This design comes from an exercise in tuning for small area, a short achievable clock period and few clock cycles per item on the open sky130 flow, not from production work. At most, simulation tests tie the RTL to the original design; equivalence was not proved. Power is estimated from default activity; no workload was simulated.

==> flow/design.v <==
`timescale 1ns/10ps
module ELA(clk, rst, in_data, data_rd, req, wen, addr, data_wr, done);
	input				clk;
	input				rst;
	input		[7:0]	in_data;
	input		[7:0]	data_rd;
	output reg			req;
	output reg			wen;
	output reg	[9:0]	addr;
	output reg	[7:0]	data_wr;
	output reg			done;
localparam START = 2'd0, ARR = 2'd1, INT = 2'd2, FIN = 2'd3;
reg [1:0] state;
reg [1:0] phase;
reg [7:0] q0, q1, q2, q3, q4, q5, q6, q7, q8;
reg [1:0] sel;
wire [7:0] d1 = (q7 > q0) ? q7 - q0 : q0 - q7;
wire [7:0] d2 = (q4 > q3) ? q4 - q3 : q3 - q4;
wire [7:0] d3 = (q1 > q6) ? q1 - q6 : q6 - q1;
wire edge_col = (addr[4:1] == 4'b1111);
reg [1:0] sel_n;
always @(*) begin
	if (edge_col || (d2 <= d1 && d2 <= d3)) sel_n = 2'd0;
	else if (d2 > d1 && d1 <= d3) sel_n = 2'd1;
	else sel_n = 2'd2;
end
reg [7:0] pa, pb;
always @(*) begin
	case (sel)
		2'd1: begin pa = q8; pb = q1; end
		2'd2: begin pa = q2; pb = q7; end
		default: begin pa = q5; pb = q4; end
	endcase
end
wire [8:0] sum = pa + pb;
always @(posedge clk) begin
	q0 <= data_rd; q1 <= q0; q2 <= q1; q3 <= q2; q4 <= q3;
	q5 <= q4; q6 <= q5; q7 <= q6; q8 <= q7;
	sel <= sel_n;
	if (state == ARR || (state == START && req)) data_wr <= in_data;
	else if (state == INT && phase == 2'd0) data_wr <= sum[8:1];
end
always @(posedge clk, posedge rst) begin
	if (rst) begin
		state <= START;
		phase <= 2'd0;
		req <= 1'b0;
		wen <= 1'b0;
		done <= 1'b0;
		addr <= 10'd0;
	end else begin
		case (state)
			START: begin
				req <= 1'b1;
				if (req) begin
					state <= ARR;
					wen <= 1'b1;
					addr <= 10'd0;
				end
			end
			ARR: begin
				if (addr == 10'd991) begin
					state <= INT;
					wen <= 1'b0;
					phase <= 2'd0;
					addr <= 10'd0;
				end else if (addr[4:0] == 5'd31) addr <= addr + 10'd33;
				else addr <= addr + 10'd1;
			end
			INT: begin
				case (phase)
					2'd0: begin
						phase <= 2'd1;
						addr <= addr + 10'd64;
					end
					2'd1: begin
						phase <= 2'd2;
						wen <= 1'b1;
						if (addr[4:1] == 4'b0000) addr <= addr - 10'd66;
						else addr <= addr - 10'd34;
					end
					default: begin
						phase <= 2'd0;
						wen <= 1'b0;
						if (addr == 10'd959) begin
							state <= FIN;
							done <= 1'b1;
						end else if (addr[4:0] == 5'd29 || addr[4:1] == 4'b1111) addr <= addr + 10'd3;
						else addr <= addr - 10'd29;
					end
				endcase
			end
			default: begin
				wen <= 1'b0;
				done <= 1'b1;
			end
		endcase
	end
end
endmodule
==> flow/config.mk <==
export PLATFORM = sky130hd
export DESIGN_NAME = ELA
export DESIGN_NICKNAME = ELA
export VERILOG_FILES = /design/flow/design.v
export SDC_FILE = /design/flow/constraint.sdc
export NUM_CORES = 4
export LEC_CHECK = 0
export CAP_MARGIN = 20
export CORE_MARGIN = 2
export CORE_UTILIZATION = 40
export PLACE_DENSITY = 0.6
export SLEW_MARGIN = 20
==> flow/constraint.sdc <==
create_clock -name core_clock -period 6.0 [get_ports {clk}]
set_input_delay 1.2000 -clock core_clock [delete_from_list [all_inputs] [get_ports {clk}]]
set_output_delay 1.2000 -clock core_clock [all_outputs]
set_load 0.01 [all_outputs]
run.sh (not shown) runs the stock make flow with config.mk's settings and CLKGATE_MAP_FILE= SYNTH_SCRIPT=/design/flow/synth_recipe.tcl, a recipe that flattens the netlist after the stock synthesis.
Testbench counts at the start, summed over its fixed seeds: cycles 31,360, images 16.
Change:
--- a/flow/design.v
+++ b/flow/design.v
@@ -9,39 +9,42 @@
 	output reg	[9:0]	addr;
 	output reg	[7:0]	data_wr;
 	output reg			done;
 localparam START = 2'd0, ARR = 2'd1, INT = 2'd2, FIN = 2'd3;
 reg [1:0] state;
 reg [1:0] phase;
-reg [7:0] q0, q1, q2, q3, q4, q5, q6, q7, q8;
+reg [7:0] q0, q1, q2, q3, q4, q5, q6, q7, q8, q9;
+reg [7:0] e1, e2, e3;
 reg [1:0] sel;
+reg edge_d;
 wire [7:0] d1 = (q7 > q0) ? q7 - q0 : q0 - q7;
 wire [7:0] d2 = (q4 > q3) ? q4 - q3 : q3 - q4;
 wire [7:0] d3 = (q1 > q6) ? q1 - q6 : q6 - q1;
-wire edge_col = (addr[4:1] == 4'b1111);
 reg [1:0] sel_n;
 always @(*) begin
-	if (edge_col || (d2 <= d1 && d2 <= d3)) sel_n = 2'd0;
-	else if (d2 > d1 && d1 <= d3) sel_n = 2'd1;
+	if (edge_d || (e2 <= e1 && e2 <= e3)) sel_n = 2'd0;
+	else if (e2 > e1 && e1 <= e3) sel_n = 2'd1;
 	else sel_n = 2'd2;
 end
 reg [7:0] pa, pb;
 always @(*) begin
 	case (sel)
-		2'd1: begin pa = q8; pb = q1; end
-		2'd2: begin pa = q2; pb = q7; end
-		default: begin pa = q5; pb = q4; end
+		2'd1: begin pa = q9; pb = q2; end
+		2'd2: begin pa = q3; pb = q8; end
+		default: begin pa = q6; pb = q5; end
 	endcase
 end
 wire [8:0] sum = pa + pb;
 always @(posedge clk) begin
 	q0 <= data_rd; q1 <= q0; q2 <= q1; q3 <= q2; q4 <= q3;
-	q5 <= q4; q6 <= q5; q7 <= q6; q8 <= q7;
+	q5 <= q4; q6 <= q5; q7 <= q6; q8 <= q7; q9 <= q8;
+	e1 <= d1; e2 <= d2; e3 <= d3;
+	edge_d <= (addr[4:1] == 4'b1111);
 	sel <= sel_n;
 	if (state == ARR || (state == START && req)) data_wr <= in_data;
-	else if (state == INT && phase == 2'd0) data_wr <= sum[8:1];
+	else if (state == INT && phase == 2'd1) data_wr <= sum[8:1];
 end
 always @(posedge clk, posedge rst) begin
 	if (rst) begin
 		state <= START;
 		phase <= 2'd0;
 		req <= 1'b0;
The new run completed without violations.
Die area grows by 8.1%.
Maximum frequency grows by 50%.
Core utilization grows by 1.3 points.
Design area grows by 12%.
Worst setup slack gains 1.7 ns.
Worst hold slack hardly moves.
Via count barely changes.
Power grows by 36%.
Cell count grows by 4.0%.
Global-route usage shrinks by 1.1 points.
Only the layout flow was run in the second run of this note; the RTL was not checked for function there.

-- what the ideal ports hide --
In the flow no input, the clock included, has a driving cell. The finished layouts below were timed again as built, in two steps.
Step 1, drivers: a clkbuf_16 drives clk and a buf_2 each remaining input, both assumed.
Step 2 moves the port delays by t, midway between the first and last clock arrival at a register: inputs arrive t later, outputs are due t later. That takes back most of the time a late clock gives input paths.
Slacks: ideal / step 1 / step 2; pairs: ideal / step 1.
run	t, ns	setup slack, ns	worst hold slack (ns)	worst setup path at the end
the first run	0.394	1.072 / 1.072 / 1.072	0.353 / 0.353 / 0.353	register to register
the second run	0.453	2.724 / 2.724 / 2.724	0.350 / 0.350 / 0.350	register to register
After both steps every run listed still meets setup and hold.
